Source: an optimization exercise on an open RTL-to-GDS flow (aim: small area and a short achievable clock period). Production flows keep margins and buffers that such runs may drop.
RTL that was checked went through simulation tests only; none was proved equivalent to the original.

==> build 88: inputs <==
## SCPU_TOP
module SCPU_TOP(
    input clk,
    input rstn,
    input run,                    
    input hold,                   
    output [5:0]pc,               
    input [31:0]instr,            
    input [4:0]dbg_reg_addr,      
    output [31:0]dbg_reg_data,
    input [2:0]dbg_dm_addr,       
    output [7:0]dbg_dm_data
    );
==> module alu, before the edit <==
module alu(
    input [31:0] A,
    input [31:0] R2,        
    input [31:0] imm,       
    input use_imm,
    input sub,
    input [4:0] shamt,      
    input sh_reg,           
    input left,             
    input arith,
    output [31:0] sum,
    output [31:0] shl,
    output [31:0] shr
    );
    wire [31:0] B = use_imm ? imm : (sub ? ~R2 : R2);
    assign sum = A + B + {31'd0, sub};
    wire [4:0] s = sh_reg ? R2[4:0] : shamt;
    wire big = sh_reg & (|R2[31:5]);
    wire fill = arith & ~left & A[31];
    wire [31:0] Arev;
    genvar i;
    generate for (i = 0; i < 32; i = i + 1) begin : g_rev
        assign Arev[i] = A[31 - i];
    end endgenerate
    wire [31:0] x = left ? Arev : A;
    wire [31:0] r = $signed({fill, x}) >>> s;
    wire [31:0] rr = big ? {32{fill}} : r;
    assign shr = rr;
    generate for (i = 0; i < 32; i = i + 1) begin : g_out
        assign shl[i] = rr[31 - i];
    end endgenerate
endmodule
Settings: LEC_CHECK=0, CAP_MARGIN=20, CORE_MARGIN=2, CORE_UTILIZATION=50, PLACE_DENSITY=0.6, SETUP_SLACK_MARGIN=5, SLEW_MARGIN=20; clock period 12.0 ns.
run.sh (not shown) runs the stock make flow with config.mk's settings and CLKGATE_MAP_FILE= SYNTH_SCRIPT=/design/flow/synth_recipe.tcl, a recipe that flattens the netlist after the stock synthesis.
==> inputs of trial 58, as changes to build 88 <==
--- a/flow/design.v
+++ b/flow/design.v
@@ -65,26 +65,51 @@
     output [31:0] sum,
     output [31:0] shl,
     output [31:0] shr
     );
     wire [31:0] B = use_imm ? imm : (sub ? ~R2 : R2);
-    assign sum = A + B + {31'd0, sub};
+    ksadd U_ADD(.a(A), .b(B), .cin(sub), .s(sum));
     wire [4:0] s = sh_reg ? R2[4:0] : shamt;
     wire big = sh_reg & (|R2[31:5]);
     wire fill = arith & ~left & A[31];
     wire [31:0] Arev;
     genvar i;
     generate for (i = 0; i < 32; i = i + 1) begin : g_rev
         assign Arev[i] = A[31 - i];
     end endgenerate
     wire [31:0] x = left ? Arev : A;
-    wire [31:0] r = $signed({fill, x}) >>> s;
+    wire [63:0] xs = {{32{fill}}, x} >> s;
+    wire [31:0] r = xs[31:0];
     wire [31:0] rr = big ? {32{fill}} : r;
     assign shr = rr;
     generate for (i = 0; i < 32; i = i + 1) begin : g_out
         assign shl[i] = rr[31 - i];
     end endgenerate
+endmodule
+module ksadd(
+    input [31:0] a,
+    input [31:0] b,
+    input cin,
+    output [31:0] s
+    );
+    wire [32:0] g [0:5];
+    wire [32:0] p [0:5];
+    assign g[0] = {a & b, cin};
+    assign p[0] = {a ^ b, 1'b0};
+    genvar l, i;
+    generate for (l = 0; l < 5; l = l + 1) begin : g_lvl
+        for (i = 0; i < 33; i = i + 1) begin : g_bit
+            if (i >= (1 << l)) begin : g_op
+                assign g[l+1][i] = g[l][i] | (p[l][i] & g[l][i - (1 << l)]);
+                assign p[l+1][i] = p[l][i] & p[l][i - (1 << l)];
+            end else begin : g_pass
+                assign g[l+1][i] = g[l][i];
+                assign p[l+1][i] = p[l][i];
+            end
+        end
+    end endgenerate
+    assign s = p[0][32:1] ^ g[5][31:0];
 endmodule
 module RF(
     input clk,
     input rstn,
     input RFWr,
@@ -92,17 +117,19 @@
     input [31:0]WD,
     output [31:0]RD1, RD2,
     input [4:0]A4,
     output [31:0]RD4
     );
-    reg [31:0] rf[31:1];
+    wire [31:0] rf[31:1];
     reg [31:1] wr;
     wire [31:0] we = RFWr ? (32'd1 << A3) : 32'd0;
     genvar g;
     generate for (g = 1; g < 32; g = g + 1) begin : g_reg
+        reg [31:0] x;
         always @(posedge clk)
-            rf[g] <= ({32{we[g]}} & WD) | ({32{~we[g]}} & rf[g]);
+            if (we[g]) x <= WD;
+        assign rf[g] = x;
         always @(posedge clk or negedge rstn)
             if (!rstn) wr[g] <= 1'b0;
             else wr[g] <= wr[g] | we[g];
     end endgenerate
     wire [31:0] oh1 = 32'd1 << A1;
@@ -124,56 +151,64 @@
 endmodule
 module dm(
     input clk,
     input rstn,
     input DMWr,
-    input [5:0] addr,
+    input [5:0] x,
+    input [5:0] y,
     input [31:0] din,
     input st_b,
     input st_h,
     input [2:0] ld_f3,
     output [31:0] dout,
     input [2:0] addr2,
     output [7:0] dout2
     );
     reg [7:0] dmem[6:0];
-    reg [31:0] wrot;
-    always @(*)
-        case (addr[1:0])
-            2'd0: wrot = din;
-            2'd1: wrot = {din[23:0], din[31:24]};
-            2'd2: wrot = {din[15:0], din[31:16]};
-            default: wrot = {din[7:0], din[31:8]};
-        endcase
-    genvar j;
+    wire [6:0] e;
+    genvar j, k;
+    generate for (j = 0; j < 7; j = j + 1) begin : g_e
+        wire [5:0] t = j - y;
+        assign e[j] = (x == t);
+    end endgenerate
     generate for (j = 0; j < 7; j = j + 1) begin : g_byte
-        wire [5:0] d = j - addr;    
-        wire hit = (addr <= j) & (st_b ? (d == 6'd0) : st_h ? (d <= 6'd1) : (d <= 6'd3));
+        wire [3:0] ek;
+        for (k = 0; k < 4; k = k + 1) begin : g_k
+            if (k <= j) begin : g_in
+                assign ek[k] = e[j - k];
+            end else begin : g_out
+                assign ek[k] = 1'b0;
+            end
+        end
+        wire hit = ek[0] | (~st_b & ek[1]) | (~st_b & ~st_h & (ek[2] | ek[3]));
+        wire [7:0] wd = ({8{ek[0]}} & din[7:0]) | ({8{ek[1]}} & din[15:8]) |
+                        ({8{ek[2]}} & din[23:16]) | ({8{ek[3]}} & din[31:24]);
         always @(posedge clk or negedge rstn)
             if (!rstn) dmem[j] <= 8'h00;
-            else if (DMWr && hit) dmem[j] <= wrot[8*(j%4) +: 8];
-    end endgenerate
-    wire [7:0] r0 = (addr == 6'd0) ? dmem[0] : (addr <= 6'd4) ? dmem[4] : 8'h00;
-    wire [7:0] r1 = (addr <= 6'd1) ? dmem[1] : (addr <= 6'd5) ? dmem[5] : 8'h00;
-    wire [7:0] r2 = (addr <= 6'd2) ? dmem[2] : (addr <= 6'd6) ? dmem[6] : 8'h00;
-    wire [7:0] r3 = (addr <= 6'd3) ? dmem[3] : 8'h00;
-    reg [31:0] w;
-    always @(*)
-        case (addr[1:0])
-            2'd0: w = {r3, r2, r1, r0};
-            2'd1: w = {r0, r3, r2, r1};
-            2'd2: w = {r1, r0, r3, r2};
-            default: w = {r2, r1, r0, r3};
-        endcase
+            else if (DMWr && hit) dmem[j] <= wd;
+    end endgenerate
+    wire [7:0] b [0:3];
+    generate for (k = 0; k < 4; k = k + 1) begin : g_ld
+        wire [55:0] terms;
+        for (j = 0; j < 7; j = j + 1) begin : g_j
+            if (j >= k) begin : g_in
+                assign terms[8*j +: 8] = {8{e[j - k]}} & dmem[j];
+            end else begin : g_out
+                assign terms[8*j +: 8] = 8'h00;
+            end
+        end
+        assign b[k] = terms[7:0] | terms[15:8] | terms[23:16] | terms[31:24] |
+                      terms[39:32] | terms[47:40] | terms[55:48];
+    end endgenerate
     wire word = ld_f3[1];
     wire half = ~ld_f3[1] & ld_f3[0];
     wire sgn  = ~ld_f3[2];
-    wire s8  = sgn & w[7];
-    wire s16 = sgn & w[15];
-    assign dout[7:0]   = w[7:0];
-    assign dout[15:8]  = word | half ? w[15:8] : {8{s8}};
-    assign dout[31:16] = word ? w[31:16] : half ? {16{s16}} : {16{s8}};
+    wire s8  = sgn & b[0][7];
+    wire s16 = sgn & b[1][7];
+    assign dout[7:0]   = b[0];
+    assign dout[15:8]  = word | half ? b[1] : {8{s8}};
+    assign dout[31:16] = word ? {b[3], b[2]} : half ? {16{s16}} : {16{s8}};
     assign dout2 = (addr2 < 3'd7) ? dmem[addr2] : 8'h00;
 endmodule
 module SCPU_TOP(
     input clk,
     input rstn,
@@ -215,13 +250,12 @@
     alu U_alu(
         .A(RD1), .R2(RD2), .imm(iimm), .use_imm(use_imm), .sub(sub),
         .shamt(instr[24:20]), .sh_reg(sh_reg), .left(~instr[14]), .arith(arith),
         .sum(sum), .shl(shl), .shr(shr)
     );
-    wire [5:0] maddr = RD1[5:0] + mimm;
     dm U_DM(
-        .clk(clk), .rstn(rstn), .DMWr(mem_wr && !hold), .addr(maddr),
+        .clk(clk), .rstn(rstn), .DMWr(mem_wr && !hold), .x(RD1[5:0]), .y(mimm),
         .din(RD2), .st_b(st_b), .st_h(st_h), .ld_f3(ld_f3), .dout(dout),
         .addr2(dbg_dm_addr), .dout2(dbg_dm_data)
     );
     wire taken = bne & (RD1 != RD2);
     wire [5:0] boff = {instr[27:25], instr[11:9]};
==> flow/config.mk (replaced) <==
export PLATFORM = sky130hd
export DESIGN_NAME = SCPU_TOP
export DESIGN_NICKNAME = SCPU_TOP
export VERILOG_FILES = /design/flow/design.v
export SDC_FILE = /design/flow/constraint.sdc
export NUM_CORES = 4
export LEC_CHECK = 0
export CAP_MARGIN = 20
export CELL_PAD_IN_SITES_DETAIL_PLACEMENT = 1
export CELL_PAD_IN_SITES_GLOBAL_PLACEMENT = 2
export CORE_MARGIN = 2
export CORE_UTILIZATION = 25
export PLACE_DENSITY = 0.33
export SETUP_SLACK_MARGIN = 5
export SLEW_MARGIN = 20
export TNS_END_PERCENT = 0
==> inputs of trial 91, as changes to build 88 <==
--- a/flow/design.v
+++ b/flow/design.v
@@ -65,11 +65,11 @@
     output [31:0] sum,
     output [31:0] shl,
     output [31:0] shr
     );
     wire [31:0] B = use_imm ? imm : (sub ? ~R2 : R2);
-    assign sum = A + B + {31'd0, sub};
+    ksadd U_ADD(.a(A), .b(B), .cin(sub), .s(sum));
     wire [4:0] s = sh_reg ? R2[4:0] : shamt;
     wire big = sh_reg & (|R2[31:5]);
     wire fill = arith & ~left & A[31];
     wire [31:0] Arev;
     genvar i;
@@ -81,10 +81,34 @@
     wire [31:0] rr = big ? {32{fill}} : r;
     assign shr = rr;
     generate for (i = 0; i < 32; i = i + 1) begin : g_out
         assign shl[i] = rr[31 - i];
     end endgenerate
+endmodule
+module ksadd(
+    input [31:0] a,
+    input [31:0] b,
+    input cin,
+    output [31:0] s
+    );
+    wire [32:0] g [0:5];
+    wire [32:0] p [0:5];
+    assign g[0] = {a & b, cin};
+    assign p[0] = {a ^ b, 1'b0};
+    genvar l, i;
+    generate for (l = 0; l < 5; l = l + 1) begin : g_lvl
+        for (i = 0; i < 33; i = i + 1) begin : g_bit
+            if (i >= (1 << l)) begin : g_op
+                assign g[l+1][i] = g[l][i] | (p[l][i] & g[l][i - (1 << l)]);
+                assign p[l+1][i] = p[l][i] & p[l][i - (1 << l)];
+            end else begin : g_pass
+                assign g[l+1][i] = g[l][i];
+                assign p[l+1][i] = p[l][i];
+            end
+        end
+    end endgenerate
+    assign s = p[0][32:1] ^ g[5][31:0];
 endmodule
 module RF(
     input clk,
     input rstn,
     input RFWr,
--- a/flow/config.mk
+++ b/flow/config.mk
@@ -5,9 +5,9 @@
 export SDC_FILE = /design/flow/constraint.sdc
 export NUM_CORES = 4
 export LEC_CHECK = 0
 export CAP_MARGIN = 20
 export CORE_MARGIN = 2
-export CORE_UTILIZATION = 50
-export PLACE_DENSITY = 0.6
+export CORE_UTILIZATION = 38
+export PLACE_DENSITY = 0.5
 export SETUP_SLACK_MARGIN = 5
 export SLEW_MARGIN = 20
==> summary.md <==
| Metric | Value |
|---|---|
| Post-synth net total | `roughly 6,000` |
| Tool error message | `[ERROR GRT-0232] Routing congestion too high. Check the congestion heatmap in the GUI.` |
| Detailed placement HPWL | `between 300,000 and 400,000 um` |
| Run status | `did not finish` |
| Syn Std Cell Area | `between 60,000 and 70,000 sq um` |
| Warning count from the yosys run | `6` |
| Final estimated routing congestion in global placement | `about 1.2` |
| Clock buffer depth | `3` |
| Post-synth top area share | `between 40% and 50%` |
| Stopping stage | `5_1_grt` |
| Adder and majority gate portion of the synthesized area | `1.02%` |
| Overflow left after global routing | `3` |
| Cell row count | `between 100 and 150` |
| Largest net degree at the start of global routing | `between 50 and 60` |
| Met2 layer usage reported by global route | `just over 80%` |
| Chip Width | `412 um` |
| Sequential cell area fraction in the yosys report | `about 50%` |
| Floorplan die height | `between 400 and 500 um` |
| Multiplexer area fraction after synthesis | `around 3.3%` |
Source of the figures above: trial 91

==> summary.md <==
| Metric | Value |
|---|---|
| Run status | `did not finish` |
| Stopping stage | `5_1_grt` |
| Tool error message | `[ERROR GRT-0116] Global routing finished with congestion. Check the congestion regions in the DRC Viewer.` |
| Detailed placement HPWL | `309,000 um` |
| Post-synth top area share | `46.7%` |
| Post-synth net total | `between 6,000 and 7,000` |
| Cell row count | `around 130` |
| Warning count from the yosys run | `5` |
| Syn Std Cell Area | `between 60,000 and 70,000 sq um` |
| Largest net degree at the start of global routing | `71` |
| Count of input and output buffers | `approximately 90` |
| Most common flop cell mapped by yosys | `sky130_fd_sc_hd__edfxtp_1` |
| Total of hold buffers inserted after clock tree synthesis | `0` |
| Number of synthesized register bits | `1,085` |
| Clock buffer depth | `3` |
| Chip Width | `about 360 um` |
| Met2 layer usage reported by global route | `94.8%` |
| Sequential cell area fraction in the yosys report | `roughly half` |
| Multiplexer area fraction after synthesis | `under 10%` |
Source of the figures above: build 88

==> summary.md <==
| Metric | Value |
|---|---|
| Adder and majority gate portion of the synthesized area | `less than 1%` |
| Post-synth net total | `between 6,000 and 7,000` |
| Layout check failures | `antenna rules` |
| Post-synth top area share | `45.3%` |
| Wire per inst | `around 67 um` |
| Clock buffer depth | `4` |
| Final estimated routing congestion in global placement | `roughly 1.0` |
| Largest net degree at the start of global routing | `76` |
| Warning count from the yosys run | `5` |
| Max-cap viol count | `0` |
| Overflow left after global routing | `0` |
| Syn Std Cell Area | `around 66,000 sq um` |
| Floorplan die height | `roughly 520 um` |
| TritonCTS clock tree | `yes` |
| Run status | `finished with violations` |
| Buffers, non-clock | `roughly 900` |
| Final ANT Viol Nets | `8` |
| Detailed placement HPWL | `approximately 450,000 um` |
| Met2 layer usage reported by global route | `between 60% and 70%` |
| Biggest register | `U_RF.g.x` |
Source of the figures above: trial 58

No functional check of the RTL was part of build 88 and trial 91.

[afterwards: timing with drivers on the ports]
In the flow no input, the clock included, has a driving cell. The finished layout below was timed again as built, in two steps.
Step 1: set_driving_cell puts a clkbuf_16 on clk and a buf_2 on each other input, an assumption about the parent block.
Step 2 times the ports against the registers' clock, not the clock port: input delays grow and output delays shrink by t, the midpoint of the rising clock arrivals with the driver on.
Slacks: ideal ports / drivers / drivers and shift; pairs: ideal ports / drivers.
run: trial 58
t, ns: 0.977
setup WS [ns]: 4.048 / 3.850 / 2.874
pins driven straight from the clock port: 1
The setup slack of trial 58 moves by -0.198 ns with the drivers and by -1.174 ns with both steps.
